Context: an optimization exercise on an open-source flow, tuned for small area, a short achievable clock period and few clock cycles per item. The choices shown serve that exercise and are no tape-out recipe.
The RTL was checked by simulation tests, not by an equivalence proof against the original design.
Power is estimated from default activity; no workload was simulated.

==> design.v <==
module wrapper(input signed [23:0] angle_in,
input input_valid, clk, rst,
output reg [23:0] angle_out,
output reg angle_valid,
output [1:0]quad_data);
    localparam signed [23:0] PI = 24'b0_11_001001000011111101101;
  	localparam signed [23:0] MINUS_PI = 24'b1_00_110110111100000010010;
    localparam signed [23:0] PI_BY_2 = 24'b0_01_100100100001111110110;
    localparam signed [23:0] MINUS_PI_BY_2 = 24'b1_10_011011011110000001001;
    reg[1:0] quadrant_data;
    always@(posedge(clk)) begin
        if(rst) begin
            quadrant_data <= 2'bx;
            angle_out <= 24'bx;
            angle_valid <= 1'b0;
        end
        else begin
            if((angle_in >= 0) && (angle_in <= PI_BY_2)) begin
                 quadrant_data <= 2'b00;
                 angle_out <= angle_in;
            end
          else if (((angle_in > PI_BY_2) && (angle_in <= PI)) || (angle_in < MINUS_PI)) begin
            if(!(angle_in < MINUS_PI))
                angle_out <= PI - angle_in;
            else angle_out <= -(PI + angle_in);
                quadrant_data <= 2'b01;
            end
          else if((angle_in < 0) && (angle_in >= MINUS_PI_BY_2)) begin
                angle_out <= -angle_in;
                quadrant_data <= 2'b10;
                end
          else begin
            if(angle_in > PI) angle_out <= angle_in - PI;
            else angle_out <= (PI + angle_in);
                quadrant_data <= 2'b11;
            end
            angle_valid <= input_valid;
        end
    end
    assign quad_data = quadrant_data;
endmodule
  module engine (
      input [23:0] angle,
      input [1:0] sign,
      input angle_valid, clk, rst,
      output reg [23:0] sine, cosine,
      output ready, out_valid
  );
      localparam[1:0] IDLE = 2'b00, COMPUTE = 2'b01, DONE = 2'b10;
      localparam[5:0] N = 5'd23;
      reg[23:0] arctan_table[0:N-1];
      initial begin
        $readmemh("arctan_lut.hex",arctan_table);
      end
      reg[1:0] current, next;
      reg[4:0] counter;
      reg signed[23:0] x_reg, y_reg, z_reg;
      wire signed[23:0] z_next, arctan_value;
      reg di;
      reg[1:0] sign_reg;
      always@(posedge(clk)) begin
          if(rst) begin
              current <= IDLE;
              counter <= 5'b0;
          end
          else begin current <= next;
            if(current == COMPUTE) counter <= counter + 5'd1;
            else counter <= 5'b0;
          end
      end
      always@(*) begin
          case (current)
              IDLE: next = angle_valid ? COMPUTE : IDLE;
              COMPUTE: next = (counter == N-1) ? DONE : COMPUTE;
              DONE: next = (counter == 0) ? IDLE : DONE;
              default: next = IDLE;
          endcase
      end
      always@(posedge(clk)) begin
          case (current)
              IDLE: begin
                  x_reg <= 24'b000100110110111010011101;
                  y_reg <= 24'b0;
                  z_reg <= angle;
                  di <= angle[23];
                  sign_reg <= sign;
              end
              COMPUTE: begin
                    x_reg <= di ? (x_reg + (y_reg >>> (counter))) : (x_reg - (y_reg >>> (counter)));
                    y_reg <= di ? (y_reg - (x_reg >>> (counter))) : (y_reg + (x_reg >>> (counter)));
                    z_reg <= z_next;
                    di <= z_next[23];
              end
              DONE: begin
                cosine <= sign_reg[0] ? -x_reg : x_reg;
                sine <= sign_reg[1] ? -y_reg : y_reg;
              end 
              default: begin
                  sine <= 24'bx;
                  cosine <= 24'bx;
              end
          endcase
      end
    assign arctan_value = arctan_table[counter];
    assign z_next = di ? (z_reg + arctan_value) : (z_reg - arctan_value);
    assign out_valid = (current == DONE) && (counter == 5'd0);
    assign ready = ((current == IDLE) && !angle_valid) || out_valid;
  endmodule
module cordic_engine(
    input  clk,
    input  rst,
    input  [23:0] angle_in,
    input         input_valid,
    output        ready,
    output        out_valid,
    output [23:0] sine,
    output [23:0] cosine
);
    wire [23:0] angle_processed;
    wire angle_valid;
    wire [1:0] quadrant_bits;
    wrapper u_wrapper (
        .angle_in(angle_in),
        .input_valid(input_valid),
        .clk(clk),
        .rst(rst),
        .angle_out(angle_processed),
        .angle_valid(angle_valid),
        .quad_data(quadrant_bits)
    );
    engine u_cordic (
        .angle(angle_processed),
        .sign(quadrant_bits),
        .angle_valid(angle_valid),
        .clk(clk),
        .rst(rst),
        .sine(sine),
        .cosine(cosine),
        .ready(ready),
        .out_valid(out_valid)
    );
endmodule
==> arctan_lut.hex <==
1921F9
0ED633
07D6DD
03F8BA
01FE55
00FF6A
007FB5
003FEE
001FFF
000FFF
0007FF
0003FF
000200
000100
000080
000040
000020
000010
000008
000004
000002
000001
000000
==> run.sh <==
#!/bin/bash
# synth_recipe.tcl (not shown) runs the flow's synth.tcl, then flattens the netlist and writes it again
# the make line also repeats each setting of config.mk as NAME=value (left out here)
make -C /OpenROAD-flow-scripts/flow DESIGN_CONFIG=/design/flow/config.mk WORK_HOME=/design/flow/orfs CLKGATE_MAP_FILE= SYNTH_SCRIPT=/design/flow/synth_recipe.tcl finish
==> config.mk <==
export PLATFORM = sky130hd
export DESIGN_NAME = cordic_engine
export DESIGN_NICKNAME = cordic_engine
export VERILOG_FILES = /design/flow/design.v
export SDC_FILE = /design/flow/constraint.sdc
export NUM_CORES = 4
export LEC_CHECK = 0
export CAP_MARGIN = 20
export CORE_MARGIN = 2
export CORE_UTILIZATION = 45
export PLACE_DENSITY = 0.6
export SLEW_MARGIN = 20
==> constraint.sdc <==
create_clock -name core_clock -period 8.0 [get_ports {clk}]
set_input_delay 1.6000 -clock core_clock [delete_from_list [all_inputs] [get_ports {clk}]]
set_output_delay 1.6000 -clock core_clock [all_outputs]
set_load 0.01 [all_outputs]
==> run notes <==
capturing point of the worst reg2reg path: u_cordic.x_reg[22]
routed length per instance: 22.0 um
Final Hold Fails: 0
CP Max Fanout: 40
setup TNS: 0 ns
fin nets: 2,241
Clock Tree Buf Depth: 2
multi-input logic area: 12,500 sq um
cell area power density: 291 nW/um^2
CP max stage cell: clkinv_1
Post-CTS Resized: 0
R2R Setup Slk: 1.64 ns
Worst Path Buf+Inv: 2
worst skew pair latency: 0.46 ns
H-Tree Depth: 4
crit end category: flip-flop
final-report max-slew violation count: 0
main combinational cell family by area after synthesis: compound AO/OA/AOI/OAI gates
DIE AREA: 41,900 sq um
warnings from Yosys: 2
Clock power frac: 14.5%
number of synthesized register bits: 177
ys flop type: edfxtp_1
Post-CTS Setup Bufs: 0
Hold Startpoint: u_wrapper.quadrant_data[1]
worst r2r src: u_cordic.counter[4]
Finished Layout Cells: 2,649
Req. time, crit path: 8.31 ns
Syn Inst Count: 2,140
highest cell delay on the worst timing path: 0.72 ns
Antenna diodes: 0
via count: 17,245
CTS tree: done
RSZ-0062 raised after global routing: false
CTS clock-pin slew for the worst setup and hold paths: 0.08 ns
crit path launch type: flip-flop
GRT Util Overall: 28.0%
fillcell total: 3,780
# placed instances: 2,617
hold depth: 0
met3 Use GR: 4.01%
worst vdd ir: 0.184 mV
Die X: 205 um
Simple-Gate Fraction of Synth Area: 19.2%
Synth Cell Area: 18,100 sq um
vias per inst: 6.51
Core ar.: 39,700 sq um
register area: 4770 sq um
Synth Area in Compound Gates: 22.8%
Crit Path Category: reg -> reg
Sw Ratio: 45.4%
syn avg cell area: 8.46 sq um
Top Family by Delay on Critical Path: compound AO/OA/AOI/OAI gates
drt first-iter violations: 1,431
max-cap violation count: 0
GPL Wtd Cong: 0.978
outcome: finished clean
HPWL Detailed: 42,500 um
Inserted Clock Buffers: 17
Root Driver: clkbuf_16
vias in the first global route: 16,617
Hold-fix buffers, CTS: 0
Fin Clk Skew: 0.0117 ns
mux cell area share after synthesis: 10.1%
min cycle time layout: 6.36 ns
met1 usage: 35.6%
GR peak layer: met2
internal power: 3.13 mW
Post-synth EDFFs: 122
post-synthesis cell type count: 94
Routed WL: 58,200 um
worst relative slew slack: 32.2%
Synth Area in XOR/XNOR: 9.33%
crit path DAT: 6.67 ns
worst min path class: reg -> reg
first-pass GRT wire length: 92,600 um
Comb power frac: 60.0%
post-synthesis sequential area ratio: 26.3%
grt ovf: 0
Post-route DRC: 0
Layout area overhead: 8.87%
leakage dissipation: 7.47 nW
Synth Net Count: 2,270
Placement Rows: 73
Hold Path End: u_cordic.sign_reg[1]
adder-cell share of the synthesized area: 7.24%
share of layout cells above drive strength 1: 7.58%
period utilisation layout: 79.5%
initial core utilization: 45.6%
asr flop ratio synth: 0%
post-route ant nets: 0
Die Ht: 205 um
CP Cell Sequence: buf_4 > clkinv_1 > mux2_2 > a2bb2oi_1 > o2111ai_1 > nor4b_1 > a21oi_1 > xor2_1 > nor2_1 > a31oi_1 > ha_1 > or3_1 > or3_1 > a311o_1 > a31o_2 > a41oi_1 > a211oi_1 > a31oi_1 > mux2i_1
initial antenna violation count: 0
met2 Usage GRT: 47.0%
Slew @ Worst Pin: 1.02 ns
port bufs: 76
Sink Count: 177
R2R depth: 19
top achievable clock speed: 157 MHz
Psw: 2.61 mW
I/O pins: 77
drt pass-1 iters: 5
# setup viols final: 0
sequential fraction of design power: 25.4%
largest net degree at the start of global routing: 80
cell families (layout without fill, tap and decap cells):
family | Yosys count | after routing
simple gates | 717 | 717
compound gates | 612 | 612
fa+ha+maj | 103 | 103
buf+inv | 223 | 207
xor+xnor | 193 | 193
mux | 115 | 115
flops | 177 | 177
power groups by stage:
stage	clock network, mW	logic [mW]	registers [mW]
after global routing	0.893	3.85	1.47
after global placement	0	3.35	1.47
after floorplan	0	2.81	1.27
final	0.835	3.45	1.46
after CTS	0.859	3.41	1.45
after detailed placement	0	3.39	1.47
cells in the mapped netlist, types with 60 or more instances:
master    instances  share of area [%]
o21ai_0         126                3.5
a21oi_1         129                3.6
nor3_1           64                1.8
clkbuf_1        111                2.3
xor2_1           68                3.3
xnor2_1         125                6.0
nand3_1          60                1.7
nand2_1         190                3.9
edfxtp_1        122                 20
ha_1            100                6.9
nor2_1          195                4.0
inv_1            67                1.4
worst register-to-register path: stages, from the launching register on:
cell and delay (ns):
dfxtp_1 0.31, buf_4 0.39, clkinv_1 0.75, mux2_2 0.51
a2bb2oi_1 0.32, o2111ai_1 0.25, nor4b_1 0.69, a21oi_1 0.16
xor2_1 0.18, nor2_1 0.09, a31oi_1 0.05, ha_1 0.26
or3_1 0.35, or3_1 0.36, a311o_1 0.37, a31o_2 0.27
a41oi_1 0.31, a211oi_1 0.16, a31oi_1 0.23, mux2i_1 0.21
how the worst max path moves through the flow:
stage	end	slack, ns	depth (start not counted)	start
2_1_floorplan	u_cordic.x_reg[22]	2.75	21	u_cordic.counter[0]
3_3_place_gp	u_wrapper.angle_out[4]	1.79	14	angle_in[1]
3_5_place_dp	u_cordic.x_reg[22]	1.73	18	u_cordic.counter[0]
4_1_cts	u_cordic.x_reg[22]	1.71	18	u_cordic.counter[0]
5_1_grt	u_cordic.x_reg[22]	1.24	18	u_cordic.counter[0]
6_report	u_cordic.x_reg[22]	1.64	19	u_cordic.counter[4]
area by class of cell:
| class | instances | share of cell area [%] |
|---|---|---|
| Inverter | 69 | 1.31 |
| Timing Repair Buffer | 106 | 5.08 |
| Clock inverter | 13 | 0.501 |
| Sequential cell | 177 | 24.2 |
| Multi-Input combinational cell | 1740 | 63.2 |
| Clock buffer | 19 | 2.41 |
| Tap cell | 525 | 3.33 |
metal layers:
| metal | vias up | routed length, um |
|---|---|---|
| met5 | - | 0 |
| met4 | 0 | 2200 |
| met3 | 135 | 3750 |
| met2 | 756 | 28000 |
| met1 | 8381 | 24300 |
| li1 | 7973 | - |
layout by cell type, fill, tap and decap left out, types with 22 or more instances in the layout:
master / instances
and3_1: 22
or3_1: 26
buf_4: 28
dfxtp_1: 51
a211oi_1: 31
a21o_1: 33
inv_1: 68
nor4_1: 25
a31oi_1: 31
nand3_1: 60
clkdlybuf4s50_1: 76
xnor2_1: 125
xor2_1: 68
nor3_1: 64
nor2_1: 194
mux2i_1: 38
edfxtp_1: 122
nand2b_1: 24
a21oi_1: 129
mux4_2: 47
ha_1: 100
nand2_1: 189
o21ai_0: 126
o31ai_1: 27
through the flow:
step | worst slack (ns) | cell area, sq um | util, % | total power, mW | hold slack, ns
global placement | 1.79 | 19100 | 48.2 | 4.82 | 0.389
floorplan | 2.75 | 18100 | - | 4.08 | 0.386
global route | 1.24 | 19700 | 49.6 | 6.22 | 0.426
CTS | 1.71 | 19700 | 49.6 | 5.73 | 0.427
finish | 1.64 | 19700 | 49.6 | 5.74 | 0.425
detailed placement | 1.73 | 19100 | 48.2 | 4.86 | 0.411
Testbench counts, summed over its fixed seeds: cycles 83,208, items 3,200.

-- re-timing with driven ports --
No port has a modelled driver above. Below, the same layout with a new extraction and two added sets of constraints.
Step 1 assumes that a clkbuf_16 drives the clock port and a buf_2 every other input.
Step 2 adds t to the input delays and takes it off the output delays; t is the mean of the earliest and latest rising clock arrival at the registers after step 1. Input paths then give back, and output paths get back, about the clock's delay inside the block.
Three values: no drivers, after step 1, after step 2; two values: the first two.
t, ns: 0.508
slack for setup (ns): 1.642 / 1.642 / 1.642
worst setup path after step 2: register to register
After both steps this run still meets setup and hold. The setup slack of this run moves by 0.000 ns with the drivers and by 0.000 ns with both steps.
